From an optimization exercise on the open Yosys and OpenROAD flow, aimed at small area, a short achievable clock period and few clock cycles; shortcuts taken in it are not production practice. In this exercise RTL edits were held to simulation tests only and were not proved equivalent to the original.

**design/flow/config.mk**
```make
export PLATFORM = sky130hd
export DESIGN_NAME = SP
export DESIGN_NICKNAME = SP
export VERILOG_FILES = /design/flow/design.v
export SDC_FILE = /design/flow/constraint.sdc
export NUM_CORES = 8
export LEC_CHECK = 0
export ABC_AREA = 1
export CAP_MARGIN = 20
export CORE_MARGIN = 2
export CORE_UTILIZATION = 40
export SLEW_MARGIN = 20
```
**design/flow/constraint.sdc**
```tcl
create_clock -name core_clock -period 115.0 [get_ports {clk}]
set_input_delay 23.0000 -clock core_clock [delete_from_list [all_inputs] [get_ports {clk}]]
set_output_delay 23.0000 -clock core_clock [all_outputs]
set_load 0.01 [all_outputs]
```
**design/flow/design.v**
```verilog
`timescale 1ns / 1ps
module SP(
input clk,
input rstn,
input in_valid,
input [15:0] in_data,
input [2:0] in_mode,
output reg out_valid,
output reg [15:0] out_data
    );
    function [8:0] inv_odd(input [7:0] k);
        case (k)
            8'd0: inv_odd = 9'd1;
            8'd1: inv_odd = 9'd170;
            8'd2: inv_odd = 9'd102;
            8'd3: inv_odd = 9'd291;
            8'd4: inv_odd = 9'd396;
            8'd5: inv_odd = 9'd324;
            8'd6: inv_odd = 9'd235;
            8'd7: inv_odd = 9'd34;
            8'd8: inv_odd = 9'd30;
            8'd9: inv_odd = 9'd134;
            8'd10: inv_odd = 9'd97;
            8'd11: inv_odd = 9'd332;
            8'd12: inv_odd = 9'd224;
            8'd13: inv_odd = 9'd132;
            8'd14: inv_odd = 9'd158;
            8'd15: inv_odd = 9'd312;
            8'd16: inv_odd = 9'd108;
            8'd17: inv_odd = 9'd160;
            8'd18: inv_odd = 9'd454;
            8'd19: inv_odd = 9'd248;
            8'd20: inv_odd = 9'd149;
            8'd21: inv_odd = 9'd438;
            8'd22: inv_odd = 9'd181;
            8'd23: inv_odd = 9'd65;
            8'd24: inv_odd = 9'd187;
            8'd25: inv_odd = 9'd10;
            8'd26: inv_odd = 9'd461;
            8'd27: inv_odd = 9'd472;
            8'd28: inv_odd = 9'd384;
            8'd29: inv_odd = 9'd440;
            8'd30: inv_odd = 9'd242;
            8'd31: inv_odd = 9'd202;
            8'd32: inv_odd = 9'd47;
            8'd33: inv_odd = 9'd38;
            8'd34: inv_odd = 9'd450;
            8'd35: inv_odd = 9'd466;
            8'd36: inv_odd = 9'd258;
            8'd37: inv_odd = 9'd414;
            8'd38: inv_odd = 9'd119;
            8'd39: inv_odd = 9'd58;
            8'd40: inv_odd = 9'd44;
            8'd41: inv_odd = 9'd92;
            8'd42: inv_odd = 9'd6;
            8'd43: inv_odd = 9'd392;
            8'd44: inv_odd = 9'd326;
            8'd45: inv_odd = 9'd179;
            8'd46: inv_odd = 9'd104;
            8'd47: inv_odd = 9'd434;
            8'd48: inv_odd = 9'd21;
            8'd49: inv_odd = 9'd36;
            8'd50: inv_odd = 9'd126;
            8'd51: inv_odd = 9'd425;
            8'd52: inv_odd = 9'd223;
            8'd53: inv_odd = 9'd333;
            8'd54: inv_odd = 9'd495;
            8'd55: inv_odd = 9'd321;
            8'd56: inv_odd = 9'd500;
            8'd57: inv_odd = 9'd270;
            8'd58: inv_odd = 9'd422;
            8'd59: inv_odd = 9'd77;
            8'd60: inv_odd = 9'd122;
            8'd61: inv_odd = 9'd389;
            8'd62: inv_odd = 9'd452;
            8'd63: inv_odd = 9'd505;
            8'd64: inv_odd = 9'd146;
            8'd65: inv_odd = 9'd136;
            8'd66: inv_odd = 9'd310;
            8'd67: inv_odd = 9'd230;
            8'd68: inv_odd = 9'd483;
            8'd69: inv_odd = 9'd260;
            8'd70: inv_odd = 9'd361;
            8'd71: inv_odd = 9'd299;
            8'd72: inv_odd = 9'd337;
            8'd73: inv_odd = 9'd232;
            8'd74: inv_odd = 9'd41;
            8'd75: inv_odd = 9'd209;
            8'd76: inv_odd = 9'd173;
            8'd77: inv_odd = 9'd266;
            8'd78: inv_odd = 9'd308;
            8'd79: inv_odd = 9'd493;
            8'd80: inv_odd = 9'd411;
            8'd81: inv_odd = 9'd178;
            8'd82: inv_odd = 9'd327;
            8'd83: inv_odd = 9'd445;
            8'd84: inv_odd = 9'd253;
            8'd85: inv_odd = 9'd128;
            8'd86: inv_odd = 9'd153;
            8'd87: inv_odd = 9'd32;
            8'd88: inv_odd = 9'd486;
            8'd89: inv_odd = 9'd91;
            8'd90: inv_odd = 9'd45;
            8'd91: inv_odd = 9'd420;
            8'd92: inv_odd = 9'd498;
            8'd93: inv_odd = 9'd49;
            8'd94: inv_odd = 9'd237;
            8'd95: inv_odd = 9'd8;
            8'd96: inv_odd = 9'd240;
            8'd97: inv_odd = 9'd355;
            8'd98: inv_odd = 9'd478;
            8'd99: inv_odd = 9'd376;
            8'd100: inv_odd = 9'd352;
            8'd101: inv_odd = 9'd168;
            8'd102: inv_odd = 9'd437;
            8'd103: inv_odd = 9'd150;
            8'd104: inv_odd = 9'd151;
            8'd105: inv_odd = 9'd234;
            8'd106: inv_odd = 9'd325;
            8'd107: inv_odd = 9'd393;
            8'd108: inv_odd = 9'd190;
            8'd109: inv_odd = 9'd86;
            8'd110: inv_odd = 9'd433;
            8'd111: inv_odd = 9'd105;
            8'd112: inv_odd = 9'd138;
            8'd113: inv_odd = 9'd74;
            8'd114: inv_odd = 9'd489;
            8'd115: inv_odd = 9'd379;
            8'd116: inv_odd = 9'd142;
            8'd117: inv_odd = 9'd13;
            8'd118: inv_odd = 9'd189;
            8'd119: inv_odd = 9'd394;
            8'd120: inv_odd = 9'd245;
            8'd121: inv_odd = 9'd354;
            8'd122: inv_odd = 9'd241;
            8'd123: inv_odd = 9'd441;
            8'd124: inv_odd = 9'd370;
            8'd125: inv_odd = 9'd436;
            8'd126: inv_odd = 9'd169;
            8'd127: inv_odd = 9'd2;
            8'd128: inv_odd = 9'd204;
            8'd129: inv_odd = 9'd283;
            8'd130: inv_odd = 9'd470;
            8'd131: inv_odd = 9'd60;
            8'd132: inv_odd = 9'd194;
            8'd133: inv_odd = 9'd448;
            8'd134: inv_odd = 9'd316;
            8'd135: inv_odd = 9'd216;
            8'd136: inv_odd = 9'd399;
            8'd137: inv_odd = 9'd298;
            8'd138: inv_odd = 9'd362;
            8'd139: inv_odd = 9'd374;
            8'd140: inv_odd = 9'd413;
            8'd141: inv_odd = 9'd259;
            8'd142: inv_odd = 9'd484;
            8'd143: inv_odd = 9'd94;
            8'd144: inv_odd = 9'd391;
            8'd145: inv_odd = 9'd7;
            8'd146: inv_odd = 9'd238;
            8'd147: inv_odd = 9'd88;
            8'd148: inv_odd = 9'd12;
            8'd149: inv_odd = 9'd143;
            8'd150: inv_odd = 9'd208;
            8'd151: inv_odd = 9'd42;
            8'd152: inv_odd = 9'd252;
            8'd153: inv_odd = 9'd446;
            8'd154: inv_odd = 9'd481;
            8'd155: inv_odd = 9'd491;
            8'd156: inv_odd = 9'd335;
            8'd157: inv_odd = 9'd244;
            8'd158: inv_odd = 9'd395;
            8'd159: inv_odd = 9'd292;
            8'd160: inv_odd = 9'd111;
            8'd161: inv_odd = 9'd457;
            8'd162: inv_odd = 9'd213;
            8'd163: inv_odd = 9'd165;
            8'd164: inv_odd = 9'd82;
            8'd165: inv_odd = 9'd346;
            8'd166: inv_odd = 9'd107;
            8'd167: inv_odd = 9'd313;
            8'd168: inv_odd = 9'd145;
            8'd169: inv_odd = 9'd506;
            8'd170: inv_odd = 9'd306;
            8'd171: inv_odd = 9'd463;
            8'd172: inv_odd = 9'd90;
            8'd173: inv_odd = 9'd487;
            8'd174: inv_odd = 9'd474;
            8'd175: inv_odd = 9'd480;
            8'd176: inv_odd = 9'd447;
            8'd177: inv_odd = 9'd195;
            8'd178: inv_odd = 9'd365;
            8'd179: inv_odd = 9'd302;
            8'd180: inv_odd = 9'd141;
            8'd181: inv_odd = 9'd380;
            8'd182: inv_odd = 9'd357;
            8'd183: inv_odd = 9'd276;
            8'd184: inv_odd = 9'd469;
            8'd185: inv_odd = 9'd284;
            8'd186: inv_odd = 9'd378;
            8'd187: inv_odd = 9'd490;
            8'd188: inv_odd = 9'd482;
            8'd189: inv_odd = 9'd231;
            8'd190: inv_odd = 9'd338;
            8'd191: inv_odd = 9'd408;
            8'd192: inv_odd = 9'd431;
            8'd193: inv_odd = 9'd388;
            8'd194: inv_odd = 9'd123;
            8'd195: inv_odd = 9'd289;
            8'd196: inv_odd = 9'd215;
            8'd197: inv_odd = 9'd317;
            8'd198: inv_odd = 9'd459;
            8'd199: inv_odd = 9'd273;
            8'd200: inv_odd = 9'd476;
            8'd201: inv_odd = 9'd24;
            8'd202: inv_odd = 9'd416;
            8'd203: inv_odd = 9'd504;
            8'd204: inv_odd = 9'd453;
            8'd205: inv_odd = 9'd161;
            8'd206: inv_odd = 9'd281;
            8'd207: inv_odd = 9'd222;
            8'd208: inv_odd = 9'd426;
            8'd209: inv_odd = 9'd164;
            8'd210: inv_odd = 9'd214;
            8'd211: inv_odd = 9'd290;
            8'd212: inv_odd = 9'd103;
            8'd213: inv_odd = 9'd180;
            8'd214: inv_odd = 9'd439;
            8'd215: inv_odd = 9'd385;
            8'd216: inv_odd = 9'd221;
            8'd217: inv_odd = 9'd282;
            8'd218: inv_odd = 9'd205;
            8'd219: inv_odd = 9'd429;
            8'd220: inv_odd = 9'd247;
            8'd221: inv_odd = 9'd455;
            8'd222: inv_odd = 9'd167;
            8'd223: inv_odd = 9'd353;
            8'd224: inv_odd = 9'd246;
            8'd225: inv_odd = 9'd430;
            8'd226: inv_odd = 9'd409;
            8'd227: inv_odd = 9'd443;
            8'd228: inv_odd = 9'd323;
            8'd229: inv_odd = 9'd397;
            8'd230: inv_odd = 9'd53;
            8'd231: inv_odd = 9'd343;
            8'd232: inv_odd = 9'd428;
            8'd233: inv_odd = 9'd206;
            8'd234: inv_odd = 9'd369;
            8'd235: inv_odd = 9'd442;
            8'd236: inv_odd = 9'd410;
            8'd237: inv_odd = 9'd494;
            8'd238: inv_odd = 9'd334;
            8'd239: inv_odd = 9'd492;
            8'd240: inv_odd = 9'd309;
            8'd241: inv_odd = 9'd137;
            8'd242: inv_odd = 9'd106;
            8'd243: inv_odd = 9'd347;
            8'd244: inv_odd = 9'd229;
            8'd245: inv_odd = 9'd311;
            8'd246: inv_odd = 9'd159;
            8'd247: inv_odd = 9'd109;
            8'd248: inv_odd = 9'd212;
            8'd249: inv_odd = 9'd458;
            8'd250: inv_odd = 9'd318;
            8'd251: inv_odd = 9'd424;
            8'd252: inv_odd = 9'd127;
            8'd253: inv_odd = 9'd254;
            default: inv_odd = 9'd0;
        endcase
    endfunction
    function [8:0] inv509(input [8:0] a);
        reg [8:0] x, v;
        begin
            x = a[0] ? a : 9'd509 - a;
            v = inv_odd(x[8:1]);
            inv509 = (!a[0] && a != 9'd0) ? 9'd509 - v : v;
        end
    endfunction
    function [8:0] red16(input [15:0] x);
        reg [9:0] t;
        begin
            t = x[8:0] + {x[15:9], 1'b0} + x[15:9];
            red16 = (t >= 10'd509) ? t - 10'd509 : t[8:0];
        end
    endfunction
    function [8:0] red11(input [10:0] x);
        reg [9:0] t;
        begin
            t = x[8:0] + {x[10:9], 1'b0} + x[10:9];
            red11 = (t >= 10'd509) ? t - 10'd509 : t[8:0];
        end
    endfunction
    function [8:0] mulmod(input [8:0] x, input [8:0] y);
        reg [17:0] p;
        reg [10:0] t;
        begin
            p = x * y;
            t = p[8:0] + {p[17:9], 1'b0} + p[17:9];
            mulmod = red11(t);
        end
    endfunction
    reg [4:0] ph;
    reg m0, m1, m2;
    reg [8:0] P;
    reg [1:0] z;
    reg [15:0] k0, k1, k2, k3, k4, k5;
    reg [8:0]  s0, s1, s2, s3, s4, s5;
    reg [2:0]  r0, r1, r2, r3, r4, r5;
    wire arr     = (ph >= 5'd3) && (ph <= 5'd8);
    wire proc_a  = (ph >= 5'd4) && (ph <= 5'd9);
    wire first   = (ph == 5'd4);
    wire is_t5   = (ph == 5'd9);
    wire proc_c  = m1 && (ph >= 5'd10) && (ph <= 5'd14);
    wire proc    = proc_a || proc_c;
    wire [8:0] a  = red16(k0);
    wire [8:0] h  = inv509(a);
    wire [8:0] b  = m0 ? h : a;
    wire [8:0] g  = m0 ? a : h;
    wire       bz = (b == 9'd0);
    wire       gz = (k0[8:0] == 9'd0);
    wire [8:0] yc = (z == 2'd0) ? k0[8:0] : ((z == 2'd1) && gz) ? 9'd1 : 9'd0;
    wire [8:0] mx = first ? 9'd1 : P;
    wire [8:0] my = proc_c ? yc : (bz ? 9'd1 : b);
    wire [8:0] mp = mulmod(mx, my);
    wire [8:0] c5 = (z == 2'd0) ? P : 9'd0;
    wire [9:0] ab   = m0 ? (a + h) : {a, 1'b0};
    wire [8:0] cadd = m1 ? (is_t5 ? c5 : 9'd0) : b;
    wire [10:0] sa_sum = ab + cadd;
    wire [10:0] sc_sum = s0 + mp;
    wire [8:0] s_a  = red11(sa_sum);
    wire [8:0] s_c  = red11(sc_sum);
    wire [8:0] ns   = proc_c ? s_c : s_a;
    wire [15:0] nk  = proc_c ? {7'd0, mp} :
                      m1 ? {7'd0, (is_t5 ? c5 : g)} :
                      m0 ? {7'd0, h} : k0;
    wire ins = m2 && (m1 ? ((ph >= 5'd9) && (ph <= 5'd14)) : proc_a);
    wire [2:0] n = m1 ? (ph[2:0] - 3'd1) : (ph[2:0] - 3'd4);    
    wire v1 = (n >= 3'd1), v2 = (n >= 3'd2), v3 = (n >= 3'd3), v4 = (n >= 3'd4), v5 = (n >= 3'd5);
    wire l1 = nk < k1, l2 = nk < k2, l3 = nk < k3, l4 = nk < k4, l5 = nk < k5;
    wire i1 = ins & v1 & l1, i2 = ins & v2 & l2, i3 = ins & v3 & l3, i4 = ins & v4 & l4, i5 = ins & v5 & l5;
    wire [2:0] nr = (v1 & ~l1) + (v2 & ~l2) + (v3 & ~l3) + (v4 & ~l4) + (v5 & ~l5);
    wire [2:0] q0 = ins ? nr : r0;
    wire [15:0] kq0 = ins ? nk : k0;
    wire [2:0] q1 = r1 + i1, q2 = r2 + i2, q3 = r3 + i3, q4 = r4 + i4, q5 = r5 + i5;
    wire win_a = !m1 && (ph >= 5'd9) && (ph <= 5'd14);
    wire win_b = m1 && !m2 && (ph >= 5'd10) && (ph <= 5'd15);
    wire win_c = m1 && m2 && (ph >= 5'd14) && (ph <= 5'd19);
    wire win   = win_a || win_b || win_c;
    wire [2:0] idx = ph[2:0] - (win_a ? 3'd1 : win_b ? 3'd2 : 3'd6);   
    wire [15:0] ksel = ({16{q0 == idx}} & kq0) | ({16{q1 == idx}} & k1) | ({16{q2 == idx}} & k2) |
                       ({16{q3 == idx}} & k3) | ({16{q4 == idx}} & k4) | ({16{q5 == idx}} & k5);
    wire [8:0] dsel = red16(m2 ? ksel : k5);
    wire [8:0] dv   = (m1 && !m2) ? (proc_c ? mp : k0[8:0]) : dsel;
    wire [8:0] sv   = m1 ? (m2 ? s4 : (proc_c ? s_c : s0)) : s5;
    wire [10:0] e_sum = sv + dv;
    wire [8:0] e    = red11(e_sum);
    wire [4:0] last = !m1 ? 5'd14 : !m2 ? 5'd15 : 5'd19;
    always @(posedge clk) begin
        if (!rstn) begin
            ph <= 5'd0;
            out_valid <= 1'b0;
            out_data <= 16'd0;
        end else begin
            if (ph == 5'd0) ph <= in_valid ? 5'd1 : 5'd0;
            else if (ph == last) ph <= 5'd0;
            else ph <= ph + 5'd1;
            out_valid <= win;
            out_data <= win ? {7'd0, e} : 16'd0;
        end
    end
    always @(posedge clk) begin
        if (ph == 5'd0) m0 <= |in_mode;
        if (ph == 5'd1) m1 <= |in_mode;
        if (ph == 5'd2) m2 <= |in_mode;
        if (proc_a) begin
            P <= mp;
            z <= (first ? 2'd0 : z) + ((bz && !(z[1] && !first)) ? 2'd1 : 2'd0);
        end
        k0 <= arr ? in_data : k5;
        k1 <= proc ? nk : k0;
        k2 <= k1; k3 <= k2; k4 <= k3; k5 <= k4;
        s0 <= s5;
        s1 <= proc ? ns : s0;
        s2 <= s1; s3 <= s2; s4 <= s3; s5 <= s4;
        r0 <= q5;
        r1 <= proc ? nr : r0;
        r2 <= q1; r3 <= q2; r4 <= q3; r5 <= q4;
    end
endmodule
```
**design/flow/run.sh**
```bash
#!/bin/bash
# synth_recipe.tcl (not shown) runs the flow's synth.tcl, then flattens the netlist and writes it again
# the make line also repeats each setting of config.mk as NAME=value (left out here)
make -C /OpenROAD-flow-scripts/flow DESIGN_CONFIG=/design/flow/config.mk WORK_HOME=/design/flow/orfs CLKGATE_MAP_FILE= SYNTH_SCRIPT=/design/flow/synth_recipe.tcl finish
```
==> results of run 1 <==
-- Yosys cell counts (all sizes together), types with 5 or more instances --
library cell and count:
a211oi 13, a21o 6, a21oi 193, a221oi 9
a22oi 5, a31oi 22, buf 75, clkbuf 37
clkinv 5, dfxtp 183, edfxtp 14, fa 86
ha 240, inv 515, nand2 814, nand3 390
nand3b 8, nand4 26, nor2 238, nor3 29
nor4 6, o211ai 14, o21ai 120, o21bai 11
o221ai 7, o22ai 24, or2 18, or3 5
xnor2 37, xor2 61
-- kinds of logic (layout without fill, tap and decap cells) --
logic type                 after synthesis  in the layout  share of synthesized area [%]
AOI/OAI and AO/OA                      440            440                           11.8
xor gates and xnor gates                98             98                           4.06
adders and majority gates              326            326                           22.0
buffers and inverters                  632            603                           12.0
DFF                                    197            197                           19.0
muxes                                    1              1                         0.0523
other                                    1              7                         0.0174
and+or+nand+nor                       1540           1540                           31.2
-- worst min-delay path by stage --
stage                          to  slack (ns)          start  cells past startpoint
floorplan           s2[0]$_DFF_P_        0.31  s1[0]$_DFF_P_                      0
finish              s2[3]$_DFF_P_        0.32  s1[3]$_DFF_P_                      0
detailed placement  s2[0]$_DFF_P_        0.31  s1[0]$_DFF_P_                      0
global placement    s3[2]$_DFF_P_        0.31  s2[2]$_DFF_P_                      0
CTS                 s2[3]$_DFF_P_        0.33  s1[3]$_DFF_P_                      0
global route        s2[7]$_DFF_P_        0.33  s1[7]$_DFF_P_                      0
-- layer usage --
layer  global-route usage, %  share of wire (%)
met1                    33.1                 43
met2                    40.7                 45
met3                    3.41                7.6
met4                    12.3                5.0
met5                       0                  0
-- worst max-delay path: cells and delay by family (launching register included) --
kind / cells / cell delay, ns
adder cells (fa/ha/maj): 24 / 9.33
AND/OR/NAND/NOR: 73 / 8.99
AO/OA/AOI/OAI: 29 / 4.87
buffers and inverters: 25 / 2.82
XOR/XNOR: 5 / 0.94
flip-flops: 1 / 0.44
-- through the flow --
step	instance area (sq um)	hold slack [ns]	std cells
5_1_grt	22900	0.331	3908
3_5_place_dp	22300	0.312	3876
6_report	22900	0.323	3908
2_1_floorplan	21500	0.310	3241
4_1_cts	22900	0.326	3908
3_3_place_gp	22300	0.310	3876
-- sequential cells by signal (all words and copies together) (netlist names), 9 cells and up --
register,flops
s4,9
s3,9
k3,16
k1,16
k0,16
s2,9
s0,9
k2,16
out_data,9
P,9
s1,9
s5,9
k5,16
k4,16
-- layout make-up --
type | instances | area [sq um] | area share (%)
clock buffers | 17 | 425 | 1.86
clock inverters | 15 | 188 | 0.820
inverters | 520 | 1950 | 8.54
multi-input cells | 2412 | 14900 | 65.1
flip-flops and latches | 197 | 4080 | 17.8
well taps | 696 | 871 | 3.80
repair buffers | 51 | 460 | 2.01
==> flow_summary.yaml, run 1 <==
run_status:
  status: "finished clean"
critical_path:
  critPathMostFrequentCell: "nand2_1"
  r2r-end: "out_data[1]$_SDFF_PN0_"
  cp-start-kind: "register"
  slowest_delay_ns: 0.60
  crit_start: "k0[1]$_DFF_P_"
  r2r-start: "k0[1]$_DFF_P_"
  r2r_cells: 156
  critPathMaxFanout: 57
  crit_path_end: "out_data[1]$_SDFF_PN0_"
  crit_arrival_ns: 27.91
  cp_slowest_cell: "buf_4"
  reg2reg_slack_ns: 87.46
  crit_type: "reg -> reg"
  cp-end-kind: "register"
  crit_required_ns: 115.36
die:
  num_rows: 85
  die_y_um: 236
  die_area_sq_um: 55700
  start_util_pct: 40.2
  die_x_um: 236
  num_io_pins: 39
  core_sq_um: 53500
yosys:
  synth.area.top_cells: "dfxtp_1 (17%), ha_1 (14%), nand2_1 (14%)"
  synthesis.area_sq_um: 21500
  yosysUniqueCellTypes: 65
  avgSynthCellArea_sq_um: 6.65
  synth_seq_cells: 197
  syn_inst: 3235
  ys_async_sr_fraction_pct: 0
  yosysSeqAreaShare_pct: 19.0
  yosys.area.top_type: "dfxtp_1"
  yosysWarnings: 1
  synth_ff_type: "dfxtp_1"
  synth_top_area_share_pct: 17.0
  synth_enable_flop_cells: 14
cts:
  cts_resized: 0
  postCtsHoldBufs: 0
  cts_buffers: 17
  cts.clk_slew.worst_paths_ns: 0.08
  cts.htree.levels: 4
  clk_root_buffer_cell: "clkbuf_16"
  cts_sinks: 197
  clk_path_buf_depth: 2
  insertion_delay_ns: 0.48
  cts_tree: "yes"
  postCtsSetupBuffers: 0
final_layout:
  final_cell_mix: "nand2_1 (786), inv_1 (495), nand3_1 (382)"
  syn2layout_area_growth_pct: 6.39
  n_antenna_cell: 0
  drive_gt1_share_pct: 4.61
  layout.nets: 3547
  layout_commonest_cell: "nand2_1"
  fill_cells: 5662
  final_util_pct: 42.8
detailed_routing:
  drc: 0
  first_pass_iters: 8
  post_drt_wl_per_cell_um: 17.9
  vias: 21123
  vias_per_cell: 5.41
  drt_iter0_drc: 2529
  routed_wl_um: 70000
  antenna_left: 0
global_routing:
  antenna_found_initial: 0
  grt_use_total_pct: 25.2
  grt_pass1_wl_um: 111000
  overflow: 0
  grt_pass1_vias: 20096
  grt_max_degree: 109
sta:
  clock_skew_ns: 0.0160
  slew_violations: 0
  fin_crit_ns: 27.54
  tns_ns: 0
  setup_viol: 0
  worst_slack_ns: 87.46
  hold_violations: 0
  rsz0062_at_grt: "false"
  clock.fmax_ghz: 0.0363
  worst_pin_slew_ns: 0.889
  finalCritPeriodShare_pct: 23.9
  max_slew_margin_pct: 40.3
placement:
  numPortBuffers: 31
  hpwlAfterDp_um: 53900
  globalplace.congestion: 1.02
  dp_slack_ns: 87.86
job:
  cap_violations: 0
hold_path:
  hp-class: "reg -> reg"
Testbench counts, summed over its fixed seeds: cycles 21,177.
==> run 2, diff against run 1 <==
--- a/design/flow/design.v
+++ b/design/flow/design.v
@@ -289,13 +289,15 @@
             red11 = (t >= 10'd509) ? t - 10'd509 : t[8:0];
         end
     endfunction
-    function [8:0] mulmod(input [8:0] x, input [8:0] y);
-        reg [17:0] p;
+    function [8:0] red17(input [8:0] x, input [15:0] d);
+        reg [16:0] v;
         reg [10:0] t;
+        reg [9:0] u;
         begin
-            p = x * y;
-            t = p[8:0] + {p[17:9], 1'b0} + p[17:9];
-            mulmod = red11(t);
+            v = x + d;
+            t = v[8:0] + {v[16:9], 1'b0} + v[16:9];
+            u = t[8:0] + {t[10:9], 1'b0} + t[10:9];
+            red17 = (u >= 10'd509) ? u - 10'd509 : u[8:0];
         end
     endfunction
     reg [4:0] ph;
@@ -319,8 +321,9 @@
     wire       gz = (k0[8:0] == 9'd0);
     wire [8:0] yc = (z == 2'd0) ? k0[8:0] : ((z == 2'd1) && gz) ? 9'd1 : 9'd0;
     wire [8:0] mx = first ? 9'd1 : P;
-    wire [8:0] my = proc_c ? yc : (bz ? 9'd1 : b);
-    wire [8:0] mp = mulmod(mx, my);
+    wire [8:0] my = proc_c ? yc : {b[8:1], b[0] | bz};
+    wire [8:0] mp;
+    mulmod509 mul(.x(mx), .y(my), .z(mp));
     wire [8:0] c5 = (z == 2'd0) ? P : 9'd0;
     wire [9:0] ab   = m0 ? (a + h) : {a, 1'b0};
     wire [8:0] cadd = m1 ? (is_t5 ? c5 : 9'd0) : b;
@@ -338,21 +341,24 @@
     wire l1 = nk < k1, l2 = nk < k2, l3 = nk < k3, l4 = nk < k4, l5 = nk < k5;
     wire i1 = ins & v1 & l1, i2 = ins & v2 & l2, i3 = ins & v3 & l3, i4 = ins & v4 & l4, i5 = ins & v5 & l5;
     wire [2:0] nr = (v1 & ~l1) + (v2 & ~l2) + (v3 & ~l3) + (v4 & ~l4) + (v5 & ~l5);
-    wire [2:0] q0 = ins ? nr : r0;
-    wire [15:0] kq0 = ins ? nk : k0;
     wire [2:0] q1 = r1 + i1, q2 = r2 + i2, q3 = r3 + i3, q4 = r4 + i4, q5 = r5 + i5;
     wire win_a = !m1 && (ph >= 5'd9) && (ph <= 5'd14);
     wire win_b = m1 && !m2 && (ph >= 5'd10) && (ph <= 5'd15);
     wire win_c = m1 && m2 && (ph >= 5'd14) && (ph <= 5'd19);
     wire win   = win_a || win_b || win_c;
     wire [2:0] idx = ph[2:0] - (win_a ? 3'd1 : win_b ? 3'd2 : 3'd6);   
-    wire [15:0] ksel = ({16{q0 == idx}} & kq0) | ({16{q1 == idx}} & k1) | ({16{q2 == idx}} & k2) |
-                       ({16{q3 == idx}} & k3) | ({16{q4 == idx}} & k4) | ({16{q5 == idx}} & k5);
-    wire [8:0] dsel = red16(m2 ? ksel : k5);
-    wire [8:0] dv   = (m1 && !m2) ? (proc_c ? mp : k0[8:0]) : dsel;
-    wire [8:0] sv   = m1 ? (m2 ? s4 : (proc_c ? s_c : s0)) : s5;
-    wire [10:0] e_sum = sv + dv;
-    wire [8:0] e    = red11(e_sum);
+    wire e0 = !ins && (r0 == idx), e1 = (r1 == idx), e2 = (r2 == idx), e3 = (r3 == idx), e4 = (r4 == idx), e5 = (r5 == idx);
+    wire [15:0] ksel = ({16{e0}} & k0) | ({16{e1}} & k1) | ({16{e2}} & k2) |
+                       ({16{e3}} & k3) | ({16{e4}} & k4) | ({16{e5}} & k5);
+    wire newmin = ins && ((e1 & l1) | (e2 & l2) | (e3 & l3) | (e4 & l4) | (e5 & l5));
+    wire [8:0] nres = proc_c ? mp : m1 ? c5 : b;
+    wire [8:0] dred = red16(m2 ? ksel : k5);
+    wire [8:0] dsrt = newmin ? nres : dred;
+    wire [9:0] dd = (m1 && !m2) ? (proc_c ? {mp, 1'b0} : {1'b0, k0[8:0]}) :
+                    {1'b0, dsrt};
+    wire [8:0] sv  = m1 ? (m2 ? s4 : s0) : s5;
+    wire [10:0] e_sum = sv + dd;
+    wire [8:0] e   = red11(e_sum);
     wire [4:0] last = !m1 ? 5'd14 : !m2 ? 5'd15 : 5'd19;
     always @(posedge clk) begin
         if (!rstn) begin
@@ -386,3 +392,568 @@
         r2 <= q1; r3 <= q2; r4 <= q3; r5 <= q4;
     end
 endmodule
+module mulmod509(input [8:0] x, input [8:0] y, output [8:0] z);
+    wire w1;
+    assign w1 = ~(x[0]&y[0]);
+    wire w2;
+    assign w2 = ~(x[0]&y[1]);
+    wire w3;
+    assign w3 = ~(x[0]&y[2]);
+    wire w4;
+    assign w4 = ~(x[0]&y[3]);
+    wire w5;
+    assign w5 = ~(x[0]&y[4]);
+    wire w6;
+    assign w6 = ~(x[0]&y[5]);
+    wire w7;
+    assign w7 = ~(x[0]&y[6]);
+    wire w8;
+    assign w8 = ~(x[0]&y[7]);
+    wire w9;
+    assign w9 = ~(x[0]&y[8]);
+    wire w10;
+    assign w10 = ~(x[1]&y[0]);
+    wire w11;
+    assign w11 = ~(x[1]&y[1]);
+    wire w12;
+    assign w12 = ~(x[1]&y[2]);
+    wire w13;
+    assign w13 = ~(x[1]&y[3]);
+    wire w14;
+    assign w14 = ~(x[1]&y[4]);
+    wire w15;
+    assign w15 = ~(x[1]&y[5]);
+    wire w16;
+    assign w16 = ~(x[1]&y[6]);
+    wire w17;
+    assign w17 = ~(x[1]&y[7]);
+    wire w18;
+    assign w18 = ~(x[1]&y[8]);
+    wire w19;
+    assign w19 = ~(x[2]&y[0]);
+    wire w20;
+    assign w20 = ~(x[2]&y[1]);
+    wire w21;
+    assign w21 = ~(x[2]&y[2]);
+    wire w22;
+    assign w22 = ~(x[2]&y[3]);
+    wire w23;
+    assign w23 = ~(x[2]&y[4]);
+    wire w24;
+    assign w24 = ~(x[2]&y[5]);
+    wire w25;
+    assign w25 = ~(x[2]&y[6]);
+    wire w26;
+    assign w26 = ~(x[2]&y[7]);
+    wire w27;
+    assign w27 = ~(x[2]&y[8]);
+    wire w28;
+    assign w28 = ~(x[3]&y[0]);
+    wire w29;
+    assign w29 = ~(x[3]&y[1]);
+    wire w30;
+    assign w30 = ~(x[3]&y[2]);
+    wire w31;
+    assign w31 = ~(x[3]&y[3]);
+    wire w32;
+    assign w32 = ~(x[3]&y[4]);
+    wire w33;
+    assign w33 = ~(x[3]&y[5]);
+    wire w34;
+    assign w34 = ~(x[3]&y[6]);
+    wire w35;
+    assign w35 = ~(x[3]&y[7]);
+    wire w36;
+    assign w36 = ~(x[3]&y[8]);
+    wire w37;
+    assign w37 = ~(x[4]&y[0]);
+    wire w38;
+    assign w38 = ~(x[4]&y[1]);
+    wire w39;
+    assign w39 = ~(x[4]&y[2]);
+    wire w40;
+    assign w40 = ~(x[4]&y[3]);
+    wire w41;
+    assign w41 = ~(x[4]&y[4]);
+    wire w42;
+    assign w42 = ~(x[4]&y[5]);
+    wire w43;
+    assign w43 = ~(x[4]&y[6]);
+    wire w44;
+    assign w44 = ~(x[4]&y[7]);
+    wire w45;
+    assign w45 = ~(x[4]&y[8]);
+    wire w46;
+    assign w46 = ~(x[5]&y[0]);
+    wire w47;
+    assign w47 = ~(x[5]&y[1]);
+    wire w48;
+    assign w48 = ~(x[5]&y[2]);
+    wire w49;
+    assign w49 = ~(x[5]&y[3]);
+    wire w50;
+    assign w50 = ~(x[5]&y[4]);
+    wire w51;
+    assign w51 = ~(x[5]&y[5]);
+    wire w52;
+    assign w52 = ~(x[5]&y[6]);
+    wire w53;
+    assign w53 = ~(x[5]&y[7]);
+    wire w54;
+    assign w54 = ~(x[5]&y[8]);
+    wire w55;
+    assign w55 = ~(x[6]&y[0]);
+    wire w56;
+    assign w56 = ~(x[6]&y[1]);
+    wire w57;
+    assign w57 = ~(x[6]&y[2]);
+    wire w58;
+    assign w58 = ~(x[6]&y[3]);
+    wire w59;
+    assign w59 = ~(x[6]&y[4]);
+    wire w60;
+    assign w60 = ~(x[6]&y[5]);
+    wire w61;
+    assign w61 = ~(x[6]&y[6]);
+    wire w62;
+    assign w62 = ~(x[6]&y[7]);
+    wire w63;
+    assign w63 = ~(x[6]&y[8]);
+    wire w64;
+    assign w64 = ~(x[7]&y[0]);
+    wire w65;
+    assign w65 = ~(x[7]&y[1]);
+    wire w66;
+    assign w66 = ~(x[7]&y[2]);
+    wire w67;
+    assign w67 = ~(x[7]&y[3]);
+    wire w68;
+    assign w68 = ~(x[7]&y[4]);
+    wire w69;
+    assign w69 = ~(x[7]&y[5]);
+    wire w70;
+    assign w70 = ~(x[7]&y[6]);
+    wire w71;
+    assign w71 = ~(x[7]&y[7]);
+    wire w72;
+    assign w72 = ~(x[7]&y[8]);
+    wire w73;
+    assign w73 = ~(x[8]&y[0]);
+    wire w74;
+    assign w74 = ~(x[8]&y[1]);
+    wire w75;
+    assign w75 = ~(x[8]&y[2]);
+    wire w76;
+    assign w76 = ~(x[8]&y[3]);
+    wire w77;
+    assign w77 = ~(x[8]&y[4]);
+    wire w78;
+    assign w78 = ~(x[8]&y[5]);
+    wire w79;
+    assign w79 = ~(x[8]&y[6]);
+    wire w80;
+    assign w80 = ~(x[8]&y[7]);
+    wire w81;
+    assign w81 = ~(x[8]&y[8]);
+    wire w82;
+    wire w83;
+    assign w82 = w74^w66^w58;
+    assign w83 = (w74&w66)|(w74&w58)|(w66&w58);
+    wire w84;
+    wire w85;
+    assign w84 = w50^w42^w34;
+    assign w85 = (w50&w42)|(w50&w34)|(w42&w34);
+    wire w86;
+    wire w87;
+    assign w86 = w26^w18^w1;
+    assign w87 = (w26&w18)|(w26&w1)|(w18&w1);
+    wire w88;
+    wire w89;
+    assign w88 = w75^w74^w67;
+    assign w89 = (w75&w74)|(w75&w67)|(w74&w67);
+    wire w90;
+    wire w91;
+    assign w90 = w66^w59^w58;
+    assign w91 = (w66&w59)|(w66&w58)|(w59&w58);
+    wire w92;
+    wire w93;
+    assign w92 = w51^w50^w43;
+    assign w93 = (w51&w50)|(w51&w43)|(w50&w43);
+    wire w94;
+    wire w95;
+    assign w94 = w42^w35^w34;
+    assign w95 = (w42&w35)|(w42&w34)|(w35&w34);
+    wire w96;
+    wire w97;
+    assign w96 = w27^w26^w18;
+    assign w97 = (w27&w26)|(w27&w18)|(w26&w18);
+    wire w98;
+    wire w99;
+    assign w98 = w76^w75^w68;
+    assign w99 = (w76&w75)|(w76&w68)|(w75&w68);
+    wire w100;
+    wire w101;
+    assign w100 = w67^w60^w59;
+    assign w101 = (w67&w60)|(w67&w59)|(w60&w59);
+    wire w102;
+    wire w103;
+    assign w102 = w52^w51^w44;
+    assign w103 = (w52&w51)|(w52&w44)|(w51&w44);
+    wire w104;
+    wire w105;
+    assign w104 = w43^w36^w35;
+    assign w105 = (w43&w36)|(w43&w35)|(w36&w35);
+    wire w106;
+    wire w107;
+    assign w106 = w27^w19^w11;
+    assign w107 = (w27&w19)|(w27&w11)|(w19&w11);
+    wire w108;
+    wire w109;
+    assign w108 = w77^w76^w69;
+    assign w109 = (w77&w76)|(w77&w69)|(w76&w69);
+    wire w110;
+    wire w111;
+    assign w110 = w68^w61^w60;
+    assign w111 = (w68&w61)|(w68&w60)|(w61&w60);
+    wire w112;
+    wire w113;
+    assign w112 = w53^w52^w45;
+    assign w113 = (w53&w52)|(w53&w45)|(w52&w45);
+    wire w114;
+    wire w115;
+    assign w114 = w44^w36^w28;
+    assign w115 = (w44&w36)|(w44&w28)|(w36&w28);
+    wire w116;
+    wire w117;
+    assign w116 = w20^w12^w4;
+    assign w117 = (w20&w12)|(w20&w4)|(w12&w4);
+    wire w118;
+    wire w119;
+    assign w118 = w78^w77^w70;
+    assign w119 = (w78&w77)|(w78&w70)|(w77&w70);
+    wire w120;
+    wire w121;
+    assign w120 = w69^w62^w61;
+    assign w121 = (w69&w62)|(w69&w61)|(w62&w61);
+    wire w122;
+    wire w123;
+    assign w122 = w54^w53^w45;
+    assign w123 = (w54&w53)|(w54&w45)|(w53&w45);
+    wire w124;
+    wire w125;
+    assign w124 = w37^w29^w21;
+    assign w125 = (w37&w29)|(w37&w21)|(w29&w21);
+    wire w126;
+    wire w127;
+    assign w126 = w79^w78^w71;
+    assign w127 = (w79&w78)|(w79&w71)|(w78&w71);
+    wire w128;
+    wire w129;
+    assign w128 = w70^w63^w62;
+    assign w129 = (w70&w63)|(w70&w62)|(w63&w62);
+    wire w130;
+    wire w131;
+    assign w130 = w54^w46^w38;
+    assign w131 = (w54&w46)|(w54&w38)|(w46&w38);
+    wire w132;
+    wire w133;
+    assign w132 = w30^w22^w14;
+    assign w133 = (w30&w22)|(w30&w14)|(w22&w14);
+    wire w134;
+    wire w135;
+    assign w134 = w80^w79^w72;
+    assign w135 = (w80&w79)|(w80&w72)|(w79&w72);
+    wire w136;
+    wire w137;
+    assign w136 = w71^w63^w55;
+    assign w137 = (w71&w63)|(w71&w55)|(w63&w55);
+    wire w138;
+    wire w139;
+    assign w138 = w47^w39^w31;
+    assign w139 = (w47&w39)|(w47&w31)|(w39&w31);
+    wire w140;
+    wire w141;
+    assign w140 = w23^w15^w7;
+    assign w141 = (w23&w15)|(w23&w7)|(w15&w7);
+    wire w142;
+    wire w143;
+    assign w142 = w81^w80^w72;
+    assign w143 = (w81&w80)|(w81&w72)|(w80&w72);
+    wire w144;
+    wire w145;
+    assign w144 = w64^w56^w48;
+    assign w145 = (w64&w56)|(w64&w48)|(w56&w48);
+    wire w146;
+    wire w147;
+    assign w146 = w40^w32^w24;
+    assign w147 = (w40&w32)|(w40&w24)|(w32&w24);
+    wire w148;
+    wire w149;
+    assign w148 = w81^w73^w65;
+    assign w149 = (w81&w73)|(w81&w65)|(w73&w65);
+    wire w150;
+    wire w151;
+    assign w150 = w57^w49^w41;
+    assign w151 = (w57&w49)|(w57&w41)|(w49&w41);
+    wire w152;
+    wire w153;
+    assign w152 = w33^w25^w17;
+    assign w153 = (w33&w25)|(w33&w17)|(w25&w17);
+    wire w154;
+    wire w155;
+    assign w154 = w86^w84^w82;
+    assign w155 = (w86&w84)|(w86&w82)|(w84&w82);
+    wire w156;
+    wire w157;
+    assign w156 = w10^w2^w96;
+    assign w157 = (w10&w2)|(w10&w96)|(w2&w96);
+    wire w158;
+    wire w159;
+    assign w158 = w94^w92^w90;
+    assign w159 = (w94&w92)|(w94&w90)|(w92&w90);
+    wire w160;
+    wire w161;
+    assign w160 = w88^w87^w85;
+    assign w161 = (w88&w87)|(w88&w85)|(w87&w85);
+    wire w162;
+    wire w163;
+    assign w162 = w3^w106^w104;
+    assign w163 = (w3&w106)|(w3&w104)|(w106&w104);
+    wire w164;
+    wire w165;
+    assign w164 = w102^w100^w98;
+    assign w165 = (w102&w100)|(w102&w98)|(w100&w98);
+    wire w166;
+    wire w167;
+    assign w166 = w97^w95^w93;
+    assign w167 = (w97&w95)|(w97&w93)|(w95&w93);
+    wire w168;
+    wire w169;
+    assign w168 = w116^w114^w112;
+    assign w169 = (w116&w114)|(w116&w112)|(w114&w112);
+    wire w170;
+    wire w171;
+    assign w170 = w110^w108^w107;
+    assign w171 = (w110&w108)|(w110&w107)|(w108&w107);
+    wire w172;
+    wire w173;
+    assign w172 = w105^w103^w101;
+    assign w173 = (w105&w103)|(w105&w101)|(w103&w101);
+    wire w174;
+    wire w175;
+    assign w174 = w13^w5^w124;
+    assign w175 = (w13&w5)|(w13&w124)|(w5&w124);
+    wire w176;
+    wire w177;
+    assign w176 = w122^w120^w118;
+    assign w177 = (w122&w120)|(w122&w118)|(w120&w118);
+    wire w178;
+    wire w179;
+    assign w178 = w117^w115^w113;
+    assign w179 = (w117&w115)|(w117&w113)|(w115&w113);
+    wire w180;
+    wire w181;
+    assign w180 = w6^w132^w130;
+    assign w181 = (w6&w132)|(w6&w130)|(w132&w130);
+    wire w182;
+    wire w183;
+    assign w182 = w128^w126^w125;
+    assign w183 = (w128&w126)|(w128&w125)|(w126&w125);
+    wire w184;
+    wire w185;
+    assign w184 = w123^w121^w119;
+    assign w185 = (w123&w121)|(w123&w119)|(w121&w119);
+    wire w186;
+    wire w187;
+    assign w186 = w140^w138^w136;
+    assign w187 = (w140&w138)|(w140&w136)|(w138&w136);
+    wire w188;
+    wire w189;
+    assign w188 = w134^w133^w131;
+    assign w189 = (w134&w133)|(w134&w131)|(w133&w131);
+    wire w190;
+    wire w191;
+    assign w190 = w16^w8^w146;
+    assign w191 = (w16&w8)|(w16&w146)|(w8&w146);
+    wire w192;
+    wire w193;
+    assign w192 = w144^w142^w141;
+    assign w193 = (w144&w142)|(w144&w141)|(w142&w141);
+    wire w194;
+    wire w195;
+    assign w194 = w139^w137^w135;
+    assign w195 = (w139&w137)|(w139&w135)|(w137&w135);
+    wire w196;
+    wire w197;
+    assign w196 = w9^w152^w150;
+    assign w197 = (w9&w152)|(w9&w150)|(w152&w150);
+    wire w198;
+    wire w199;
+    assign w198 = w148^w147^w145;
+    assign w199 = (w148&w147)|(w148&w145)|(w147&w145);
+    wire w200;
+    wire w201;
+    assign w200 = w153^w151^w149;
+    assign w201 = (w153&w151)|(w153&w149)|(w151&w149);
+    wire w202;
+    wire w203;
+    assign w202 = w83^w160^w158;
+    assign w203 = (w83&w160)|(w83&w158)|(w160&w158);
+    wire w204;
+    wire w205;
+    assign w204 = w91^w89^w166;
+    assign w205 = (w91&w89)|(w91&w166)|(w89&w166);
+    wire w206;
+    wire w207;
+    assign w206 = w164^w162^w161;
+    assign w207 = (w164&w162)|(w164&w161)|(w162&w161);
+    wire w208;
+    wire w209;
+    assign w208 = w99^w172^w170;
+    assign w209 = (w99&w172)|(w99&w170)|(w172&w170);
+    wire w210;
+    wire w211;
+    assign w210 = w168^w167^w165;
+    assign w211 = (w168&w167)|(w168&w165)|(w167&w165);
+    wire w212;
+    wire w213;
+    assign w212 = w111^w109^w178;
+    assign w213 = (w111&w109)|(w111&w178)|(w109&w178);
+    wire w214;
+    wire w215;
+    assign w214 = w176^w174^w173;
+    assign w215 = (w176&w174)|(w176&w173)|(w174&w173);
+    wire w216;
+    wire w217;
+    assign w216 = w184^w182^w180;
+    assign w217 = (w184&w182)|(w184&w180)|(w182&w180);
+    wire w218;
+    wire w219;
+    assign w218 = w179^w177^w175;
+    assign w219 = (w179&w177)|(w179&w175)|(w177&w175);
+    wire w220;
+    wire w221;
+    assign w220 = w129^w127^w188;
+    assign w221 = (w129&w127)|(w129&w188)|(w127&w188);
+    wire w222;
+    wire w223;
+    assign w222 = w186^w185^w183;
+    assign w223 = (w186&w185)|(w186&w183)|(w185&w183);
+    wire w224;
+    wire w225;
+    assign w224 = w194^w192^w190;
+    assign w225 = (w194&w192)|(w194&w190)|(w192&w190);
+    wire w226;
+    wire w227;
+    assign w226 = w143^w198^w196;
+    assign w227 = (w143&w198)|(w143&w196)|(w198&w196);
+    wire w228;
+    wire w229;
+    assign w228 = w195^w193^w191;
+    assign w229 = (w195&w193)|(w195&w191)|(w193&w191);
+    wire w230;
+    wire w231;
+    assign w230 = w200^w199^w197;
+    assign w231 = (w200&w199)|(w200&w197)|(w199&w197);
+    wire w232;
+    wire w233;
+    assign w232 = w156^w155^w202;
+    assign w233 = (w156&w155)|(w156&w202)|(w155&w202);
+    wire w234;
+    wire w235;
+    assign w234 = w159^w157^w206;
+    assign w235 = (w159&w157)|(w159&w206)|(w157&w206);
+    wire w236;
+    wire w237;
+    assign w236 = w163^w210^w208;
+    assign w237 = (w163&w210)|(w163&w208)|(w210&w208);
+    wire w238;
+    wire w239;
+    assign w238 = w171^w169^w214;
+    assign w239 = (w171&w169)|(w171&w214)|(w169&w214);
+    wire w240;
+    wire w241;
+    assign w240 = w212^w211^w209;
+    assign w241 = (w212&w211)|(w212&w209)|(w211&w209);
+    wire w242;
+    wire w243;
+    assign w242 = w218^w216^w215;
+    assign w243 = (w218&w216)|(w218&w215)|(w216&w215);
+    wire w244;
+    wire w245;
+    assign w244 = w181^w222^w220;
+    assign w245 = (w181&w222)|(w181&w220)|(w222&w220);
+    wire w246;
+    wire w247;
+    assign w246 = w189^w187^w224;
+    assign w247 = (w189&w187)|(w189&w224)|(w187&w224);
+    wire w248;
+    wire w249;
+    assign w248 = w228^w226^w225;
+    assign w249 = (w228&w226)|(w228&w225)|(w226&w225);
+    wire w250;
+    wire w251;
+    assign w250 = w230^w229^w227;
+    assign w251 = (w230&w229)|(w230&w227)|(w229&w227);
+    wire w252;
+    wire w253;
+    assign w252 = w204^w203^w234;
+    assign w253 = (w204&w203)|(w204&w234)|(w203&w234);
+    wire w254;
+    wire w255;
+    assign w254 = w207^w205^w236;
+    assign w255 = (w207&w205)|(w207&w236)|(w205&w236);
+    wire w256;
+    wire w257;
+    assign w256 = w240^w238^w237;
+    assign w257 = (w240&w238)|(w240&w237)|(w238&w237);
+    wire w258;
+    wire w259;
+    assign w258 = w213^w242^w241;
+    assign w259 = (w213&w242)|(w213&w241)|(w242&w241);
+    wire w260;
+    wire w261;
+    assign w260 = w219^w217^w244;
+    assign w261 = (w219&w217)|(w219&w244)|(w217&w244);
+    wire w262;
+    wire w263;
+    assign w262 = w223^w221^w246;
+    assign w263 = (w223&w221)|(w223&w246)|(w221&w246);
+    wire w264;
+    wire w265;
+    assign w264 = w201^w231^w251;
+    assign w265 = (w201&w231)|(w201&w251)|(w231&w251);
+    wire w266;
+    wire w267;
+    assign w266 = w235^w254^w253;
+    assign w267 = (w235&w254)|(w235&w253)|(w254&w253);
+    wire w268;
+    wire w269;
+    assign w268 = w239^w258^w257;
+    assign w269 = (w239&w258)|(w239&w257)|(w258&w257);
+    wire w270;
+    wire w271;
+    assign w270 = w243^w260^w259;
+    assign w271 = (w243&w260)|(w243&w259)|(w260&w259);
+    wire w272;
+    wire w273;
+    assign w272 = w245^w262^w261;
+    assign w273 = (w245&w262)|(w245&w261)|(w262&w261);
+    wire w274;
+    wire w275;
+    assign w274 = w248^w247^w263;
+    assign w275 = (w248&w247)|(w248&w263)|(w247&w263);
+    wire w276;
+    wire w277;
+    assign w276 = w256^w255^w267;
+    assign w277 = (w256&w255)|(w256&w267)|(w255&w267);
+    wire w278;
+    wire w279;
+    assign w278 = w250^w249^w275;
+    assign w279 = (w250&w249)|(w250&w275)|(w249&w275);
+    wire [13:0] ra = {1'b1,1'b1,w265,w279,w278,w273,w271,w269,w277,w276,w266,w252,w232,w154};
+    wire [13:0] rb = {1'b1,1'b1,1'b1,w264,1'b1,w274,w272,w270,w268,1'b1,1'b1,w233,1'b1,1'b1};
+    wire [13:0] t = (~ra) + (~rb);
+    wire [9:0] u = t[8:0] + {t[13:9],1'b0} + t[13:9];
+    assign z = (u >= 10'd509) ? u - 10'd509 : u[8:0];
+endmodule
==> flow_summary.yaml, run 2 <==
run_status:
  status: "finished clean"
yosys:
  synth.area.top_cells: "dfxtp_1 (17%), fa_1 (12%), ha_1 (12%)"
  yosysSeqAreaShare_pct: 19.2
  yosys.area.top_type: "dfxtp_1"
  yosysWarnings: 1
  synth_enable_flop_cells: 14
  synth_ff_type: "dfxtp_1"
  ys_async_sr_fraction_pct: 0
  synthesis.area_sq_um: 21200
  syn_inst: 3039
  yosysMostFrequentCell: "nand2_1"
  avgSynthCellArea_sq_um: 6.99
  synth_top_area_share_pct: 17.3
  yosysUniqueCellTypes: 67
  synth_seq_cells: 197
  synth_common_cells: "nand2_1 (582), inv_1 (512), nor2_1 (262), nand3_1 (230), ha_1 (204)"
sta:
  hold_violations: 0
  rsz0062_at_grt: "false"
  clock.fmax_ghz: 0.0411
  setup_viol: 0
  clock_skew_ns: 0.0141
  fin_crit_ns: 24.32
  worst_pin_slew_ns: 1.05
  max_slew_margin_pct: 29.9
  finalCritPeriodShare_pct: 21.1
  tns_ns: 0
  holdWs_ns: 0.327
  slew_violations: 0
final_layout:
  drive_gt1_share_pct: 5.57
  layout_commonest_cell: "nand2_1"
  fill_cells: 5486
  layout.nets: 3378
  final_cell_mix: "nand2_1 (581), inv_1 (512), nor2_1 (261)"
  syn2layout_area_growth_pct: 6.63
cts:
  cts.clk_slew.worst_paths_ns: 0.07
  cts_buffers: 17
  insertion_delay_ns: 0.46
  postCtsHoldBufs: 0
  cts_tree: "yes"
  cts_resized: 0
  cts.htree.levels: 4
  postCtsSetupBuffers: 0
  clk_root_buffer_cell: "clkbuf_16"
  cts_sinks: 197
  clk_path_buf_depth: 2
placement:
  numPortBuffers: 31
  hpwlAfterDp_um: 57200
  globalplace.congestion: 0.974
job:
  cap_violations: 0
detailed_routing:
  post_drt_wl_per_cell_um: 19.5
  antenna_left: 0
  drt_iter0_drc: 1875
  drc: 0
  vias: 20617
  vias_per_cell: 5.53
  routed_wl_um: 72600
  first_pass_iters: 7
critical_path:
  cp_num_buf_inv: 1
  crit_family: "buffers and inverters"
  cp-start-kind: "register"
  critPathMaxFanout: 1
  r2r-start: "k0[1]$_DFF_P_"
  slowest_delay_ns: 0.53
  r2r_cells: 123
  cp_slowest_cell: "clkdlybuf4s50_1"
  crit_required_ns: 92.00
  path_cells: "clkdlybuf4s50_1"
  crit_arrival_ns: 1.32
  reg2reg_slack_ns: 90.97
  cp-end-kind: "output pin"
  crit_type: "reg -> out"
  r2r-end: "out_data[5]$_SDFF_PN0_"
die:
  die_x_um: 234
  num_io_pins: 39
  core_sq_um: 52600
  num_rows: 84
  die_area_sq_um: 54900
  die_y_um: 234
  start_util_pct: 40.4
global_routing:
  grt_pass1_wl_um: 113000
  overflow: 0
  grt_pass1_vias: 20471
  grt_use_total_pct: 26.7
  antenna_found_initial: 2
  grt_max_degree: 71
hold_path:
  min_delay_path_depth: 0
  hp-class: "reg -> reg"
  worstHoldEndpoint: "s4[3]$_DFF_P_"
  min_from: "s3[3]$_DFF_P_"
## run 2: how the worst max path moves through the flow
stage | from | to | slack, ns | cells past startpoint
finish | out_data[5]$_SDFF_PN0_ | out_data[5] | 90.68 | 1
CTS | out_data[5]$_SDFF_PN0_ | out_data[5] | 90.63 | 1
detailed placement | rstn | out_data[4]$_SDFF_PN0_ | 90.90 | 5
floorplan | in_mode[1] | m0$_DFFE_PP_ | 91.35 | 1
global route | k0[1]$_DFF_P_ | out_data[5]$_SDFF_PN0_ | 89.18 | 123
global placement | rstn | out_data[4]$_SDFF_PN0_ | 90.90 | 5
## run 2: cells by family (layout without fill, tap and decap cells)
| family | after synthesis | after routing | share of synthesized area [%] |
|---|---|---|---|
| other | 1 | 8 | 0.0177 |
| AOI/OAI and AO/OA | 549 | 549 | 15.4 |
| buffers and inverters | 639 | 630 | 12.2 |
| adders and majority gates | 333 | 333 | 24.2 |
| DFF | 197 | 197 | 19.2 |
| and+or+nand+nor | 1222 | 1222 | 24.9 |
| muxes | 1 | 1 | 0.0530 |
| xor gates and xnor gates | 97 | 97 | 4.04 |
## run 2: per-stage QoR
step           utilization (%)  std cells  worst slack, ns  area, sq um
6_report                  43.1       3725            90.68        22600
5_1_grt                   43.1       3724            89.18        22600
4_1_cts                   43.1       3724            90.63        22600
3_5_place_dp              42.0       3692            90.90        22100
3_3_place_gp              42.0       3692            90.90        22100
2_1_floorplan                -       3045            91.35        21300
## run 2: routing by layer
metal  global-route usage, %  up-vias  routed length [um]
met2                    44.8      882               33600
met3                    3.71      189                5260
met5                       0        -                  13
li1                        -     9849                   -
met4                    13.2        2                3690
met1                    33.6     9695               30100
## run 2: layout make-up
class                           instances  area [sq um]  share of cell area [%]
Timing Repair Buffer                   52           468                    2.07
Inverter                              546          2050                    9.05
Tap cell                              688           861                    3.80
Antenna cell                            1          2.50                  0.0111
Clock inverter                         12           106                   0.470
Clock buffer                           20           478                    2.11
Multi-Input combinational cell       2209         14600                    64.5
Sequential cell                       197          4080                    18.0
Testbench counts of run 2, summed over its fixed seeds: cycles 21,177.
==> run 3, diff against run 2 <==
--- a/design/flow/design.v
+++ b/design/flow/design.v
@@ -264,6 +264,8 @@
             8'd251: inv_odd = 9'd424;
             8'd252: inv_odd = 9'd127;
             8'd253: inv_odd = 9'd254;
+            8'd254: inv_odd = 9'd0;
+            8'd255: inv_odd = 9'd255;
             default: inv_odd = 9'd0;
         endcase
     endfunction
@@ -272,40 +274,28 @@
         begin
             x = a[0] ? a : 9'd509 - a;
             v = inv_odd(x[8:1]);
-            inv509 = (!a[0] && a != 9'd0) ? 9'd509 - v : v;
+            inv509 = (a == 9'd510) ? 9'd1 : (!a[0] && a != 9'd0) ? 9'd509 - v : v;
         end
     endfunction
-    function [8:0] red16(input [15:0] x);
+    function [8:0] fold16(input [15:0] x);
         reg [9:0] t;
         begin
-            t = x[8:0] + {x[15:9], 1'b0} + x[15:9];
-            red16 = (t >= 10'd509) ? t - 10'd509 : t[8:0];
+            t = x[8:0] + {x[15:9], 1'b0} + x[15:9];    
+            fold16 = t[8:0] + {t[9], t[9]};            
         end
     endfunction
-    function [8:0] red11(input [10:0] x);
-        reg [9:0] t;
-        begin
-            t = x[8:0] + {x[10:9], 1'b0} + x[10:9];
-            red11 = (t >= 10'd509) ? t - 10'd509 : t[8:0];
-        end
+    function [8:0] canon(input [8:0] x);
+        canon = (x[8:2] == 7'h7f && x[1:0] != 2'd0) ? {7'd0, x[1:0] - 2'd1} : x;
     endfunction
-    function [8:0] red17(input [8:0] x, input [15:0] d);
-        reg [16:0] v;
-        reg [10:0] t;
-        reg [9:0] u;
-        begin
-            v = x + d;
-            t = v[8:0] + {v[16:9], 1'b0} + v[16:9];
-            u = t[8:0] + {t[10:9], 1'b0} + t[10:9];
-            red17 = (u >= 10'd509) ? u - 10'd509 : u[8:0];
-        end
+    function [9:0] fold11(input [10:0] x);
+        fold11 = x[8:0] + {x[10:9], 1'b0} + x[10:9];
     endfunction
     reg [4:0] ph;
     reg m0, m1, m2;
     reg [8:0] P;
     reg [1:0] z;
     reg [15:0] k0, k1, k2, k3, k4, k5;
-    reg [8:0]  s0, s1, s2, s3, s4, s5;
+    reg [9:0]  s0, s1, s2, s3, s4, s5;
     reg [2:0]  r0, r1, r2, r3, r4, r5;
     wire arr     = (ph >= 5'd3) && (ph <= 5'd8);
     wire proc_a  = (ph >= 5'd4) && (ph <= 5'd9);
@@ -313,25 +303,20 @@
     wire is_t5   = (ph == 5'd9);
     wire proc_c  = m1 && (ph >= 5'd10) && (ph <= 5'd14);
     wire proc    = proc_a || proc_c;
-    wire [8:0] a  = red16(k0);
+    wire [8:0] a  = fold16(k0);    
     wire [8:0] h  = inv509(a);
     wire [8:0] b  = m0 ? h : a;
     wire [8:0] g  = m0 ? a : h;
-    wire       bz = (b == 9'd0);
+    wire       bz = (b == 9'd0) || (b == 9'd509);
     wire       gz = (k0[8:0] == 9'd0);
     wire [8:0] yc = (z == 2'd0) ? k0[8:0] : ((z == 2'd1) && gz) ? 9'd1 : 9'd0;
     wire [8:0] mx = first ? 9'd1 : P;
-    wire [8:0] my = proc_c ? yc : {b[8:1], b[0] | bz};
+    wire [8:0] my = proc_c ? yc : bz ? 9'd1 : b;
     wire [8:0] mp;
     mulmod509 mul(.x(mx), .y(my), .z(mp));
     wire [8:0] c5 = (z == 2'd0) ? P : 9'd0;
-    wire [9:0] ab   = m0 ? (a + h) : {a, 1'b0};
-    wire [8:0] cadd = m1 ? (is_t5 ? c5 : 9'd0) : b;
-    wire [10:0] sa_sum = ab + cadd;
-    wire [10:0] sc_sum = s0 + mp;
-    wire [8:0] s_a  = red11(sa_sum);
-    wire [8:0] s_c  = red11(sc_sum);
-    wire [8:0] ns   = proc_c ? s_c : s_a;
+    wire [10:0] sa_sum = a + b + (m1 ? 9'd0 : b);
+    wire [9:0] ns   = fold11(sa_sum);
     wire [15:0] nk  = proc_c ? {7'd0, mp} :
                       m1 ? {7'd0, (is_t5 ? c5 : g)} :
                       m0 ? {7'd0, h} : k0;
@@ -352,13 +337,16 @@
                        ({16{e3}} & k3) | ({16{e4}} & k4) | ({16{e5}} & k5);
     wire newmin = ins && ((e1 & l1) | (e2 & l2) | (e3 & l3) | (e4 & l4) | (e5 & l5));
     wire [8:0] nres = proc_c ? mp : m1 ? c5 : b;
-    wire [8:0] dred = red16(m2 ? ksel : k5);
+    wire [8:0] dred = fold16(m2 ? ksel : k5);
     wire [8:0] dsrt = newmin ? nres : dred;
-    wire [9:0] dd = (m1 && !m2) ? (proc_c ? {mp, 1'b0} : {1'b0, k0[8:0]}) :
-                    {1'b0, dsrt};
-    wire [8:0] sv  = m1 ? (m2 ? s4 : s0) : s5;
-    wire [10:0] e_sum = sv + dd;
-    wire [8:0] e   = red11(e_sum);
+    wire [8:0] cself = proc_c ? mp : k0[8:0];
+    wire [9:0] dd = (m1 && !m2) ? {cself, 1'b0} : {1'b0, dsrt};
+    wire [9:0] sv = m1 ? (m2 ? s4 : s0) : s5;
+    wire [8:0] xc = (m1 && m2) ? k4[8:0] : 9'd0;
+    wire [10:0] e_base = sv + xc;
+    wire [10:0] e_sum = e_base + dd;
+    wire [9:0] ef = fold11(e_sum);
+    wire [8:0] e = (ef >= 10'd509) ? ef - 10'd509 : ef[8:0];
     wire [4:0] last = !m1 ? 5'd14 : !m2 ? 5'd15 : 5'd19;
     always @(posedge clk) begin
         if (!rstn) begin
@@ -385,7 +373,7 @@
         k1 <= proc ? nk : k0;
         k2 <= k1; k3 <= k2; k4 <= k3; k5 <= k4;
         s0 <= s5;
-        s1 <= proc ? ns : s0;
+        s1 <= proc_a ? ns : s0;
         s2 <= s1; s3 <= s2; s4 <= s3; s5 <= s4;
         r0 <= q5;
         r1 <= proc ? nr : r0;
==> flow_summary.yaml, run 3 <==
global_routing:
  busiest_layer: "met2"
  grt_use_met1_pct: 35.6
  grt_max_degree: 59
  grt_pass1_wl_um: 110000
  overflow: 0
  antenna_found_initial: 0
  grt_pass1_vias: 19104
  grtUsageMet3_pct: 3.71
  grt_use_total_pct: 26.7
  use_met2_pct: 44.0
critical_path:
  crit_required_ns: 115.42
  cp-start-kind: "register"
  cp-end-kind: "register"
  r2r-end: "out_data[7]$_SDFF_PN0_"
  crit_arrival_ns: 24.80
  reg2reg_slack_ns: 90.62
  r2r-start: "k0[1]$_DFF_P_"
  critPathMostFrequentCell: "nand2_1"
  crit_type: "reg -> reg"
  r2r_cells: 131
  cp_slowest_cell: "fa_1"
  critPathMaxFanout: 16
  slowest_delay_ns: 0.60
sta:
  worst_pin_slew_ns: 0.868
  clock.fmax_ghz: 0.0410
  finalCritPeriodShare_pct: 21.2
  setup_viol: 0
  tns_ns: 0
  clock_skew_ns: 0.0134
  fin_crit_ns: 24.38
  hold_violations: 0
  slew_violations: 0
  rsz0062_at_grt: "false"
  max_slew_margin_pct: 41.7
cts:
  clk_path_buf_depth: 3
  clk_root_buffer_cell: "clkbuf_16"
  insertion_delay_ns: 0.55
  cts_resized: 0
  cts_sinks: 203
  cts.clk_slew.worst_paths_ns: 0.06
  postCtsSetupBuffers: 0
  cts.htree.levels: 1
  cts_tree: "yes"
  postCtsHoldBufs: 0
  cts_buffers: 25
yosys:
  synth_xor_area_share_pct: 3.46
  synth_ff_type: "dfxtp_1"
  synth_enable_flop_cells: 14
  synth.area.top_cells: "dfxtp_1 (18%), fa_1 (14%), ha_1 (11%)"
  synth_adder_area_share_pct: 25.3
  synthMuxAreaShare_pct: 0.165
  yosysSeqAreaShare_pct: 20.5
  ys_async_sr_fraction_pct: 0
  synth_top_area_share_pct: 18.5
  synth_compound_area_share_pct: 15.5
  yosys.area.top_type: "dfxtp_1"
  syn_inst: 2820
  yosysMostFrequentCell: "nand2_1"
  avgSynthCellArea_sq_um: 7.27
  synth_seq_cells: 203
  yosysUniqueCellTypes: 70
  yosysWarnings: 1
  yosys.area_share.simple_pct: 23.3
  synth_top_family_by_area: "adder cells"
  synth_common_cells: "nand2_1 (502), inv_1 (464), nor2_1 (256), dfxtp_1 (189), ha_1 (186)"
  synthesis.area_sq_um: 20500
run_status:
  status: "finished clean"
final_layout:
  layout.nets: 3170
  drive_gt1_share_pct: 7.90
  n_antenna_cell: 0
  final_cell_mix: "nand2_1 (501), inv_1 (464), nor2_1 (256)"
  syn2layout_area_growth_pct: 7.98
  layout_commonest_cell: "nand2_1"
detailed_routing:
  post_drt_wl_per_cell_um: 20.3
  routed_wl_um: 71400
  vias: 19424
  first_pass_iters: 6
  drc: 0
  antenna_left: 0
  drt_iter0_drc: 1880
  vias_per_cell: 5.54
placement:
  globalplace.congestion: 1.04
  hpwlAfterDp_um: 56500
  numPortBuffers: 31
die:
  die_y_um: 230
  die_x_um: 230
  num_rows: 82
  core_sq_um: 50400
  die_area_sq_um: 53100
  start_util_pct: 40.7
  num_io_pins: 39
job:
  cap_violations: 0
hold_path:
  worstHoldEndpoint: "s2[5]$_DFF_P_"
  hp-class: "reg -> reg"
  min_from: "s1[5]$_DFF_P_"
  min_delay_path_depth: 0
[run 3: worst max-delay path by stage]
stage / end / slack [ns] / startpoint
final: out_data[7]$_SDFF_PN0_ / 90.62 / k0[1]$_DFF_P_
after floorplan: m0$_DFFE_PP_ / 91.35 / in_mode[1]
after CTS: out_valid / 90.60 / out_valid$_SDFF_PN0_
after global placement: out_data[4]$_SDFF_PN0_ / 90.63 / rstn
after detailed placement: out_data[4]$_SDFF_PN0_ / 90.61 / rstn
after global routing: out_data[5]$_SDFF_PN0_ / 88.58 / k0[1]$_DFF_P_
[run 3: stage by stage]
stage	cell area, sq um	hold slack [ns]	std cells	setup WS (ns)	util [%]
after floorplan	20500	0.310	2826	91.35	-
after global placement	21400	0.311	3464	90.63	42.4
after detailed placement	21400	0.312	3464	90.61	42.4
after CTS	22100	0.325	3507	90.60	43.9
after global routing	22100	0.333	3507	88.58	43.9
final	22100	0.321	3507	90.62	43.9
[run 3: area by class of cell]
class / count / area, sq um
Fill cell: 5132 / 28200
Multi-Input combinational cell: 2029 / 13900
Sequential cell: 203 / 4200
Inverter: 504 / 1900
Tap cell: 672 / 841
Clock buffer: 35 / 724
Timing Repair Buffer: 56 / 498
Clock inverter: 8 / 50.0
[run 3: kinds of logic (layout without fill, tap and decap cells)]
kind of cell / after synthesis / in the layout
compound gates: 526 / 526
xor+xnor: 78 / 78
fa+ha+maj: 329 / 329
buf+inv: 594 / 603
flops: 203 / 203
mux: 3 / 3
other cells: 1 / 7
simple gates: 1086 / 1086
[run 3: per-layer routing]
layer | vias to the layer above | wire (um)
met1 | 9219 | 30800
met5 | - | 0
met2 | 891 | 32500
li1 | 9135 | -
met4 | 0 | 3010
met3 | 179 | 5040
[run 3: critical path: cells and delay by family (launching register included)]
kind                       cells  cell delay [ns]
xor gates and xnor gates       5             0.78
adders and majority gates     22             8.77
and+or+nand+nor               57             6.98
AOI/OAI and AO/OA             24             4.91
buffers and inverters         23             2.32
DFF                            1             0.42
Testbench counts of run 3, summed over its fixed seeds: cycles 21,177.

port drivers added, routing unchanged:
Ports are ideal in the flow. The routed layouts listed here were re-timed in OpenROAD.
Step 1 (the two cells are an assumption about what drives the block):
set clk [get_ports {clk}]
set_driving_cell -lib_cell sky130_fd_sc_hd__clkbuf_16 $clk
set_driving_cell -lib_cell sky130_fd_sc_hd__buf_2 [delete_from_list [all_inputs] $clk]
Step 2, shift: input delay + t, output delay - t, t = (earliest + latest rising clock arrival at the registers) / 2. This alone moves slack from input paths to output paths.
a / b / c = ideal ports / drivers / drivers and shift; a / b = the first two.
run	shift t [ns]	setup slack, ns	worst data-port slew with drivers (ns)	pins driven straight from the clock port
run 1	0.528	87.458 / 87.458 / 87.458	0.04	1
run 2	0.500	90.679 / 90.628 / 90.913	0.03	1
run 3	0.599	90.618 / 90.569 / 90.567	0.06	1
After both steps every run listed still meets setup and hold. For run 3, which loses most, drivers alone change the setup slack by -0.049 ns; drivers and shift together by -0.051 ns.
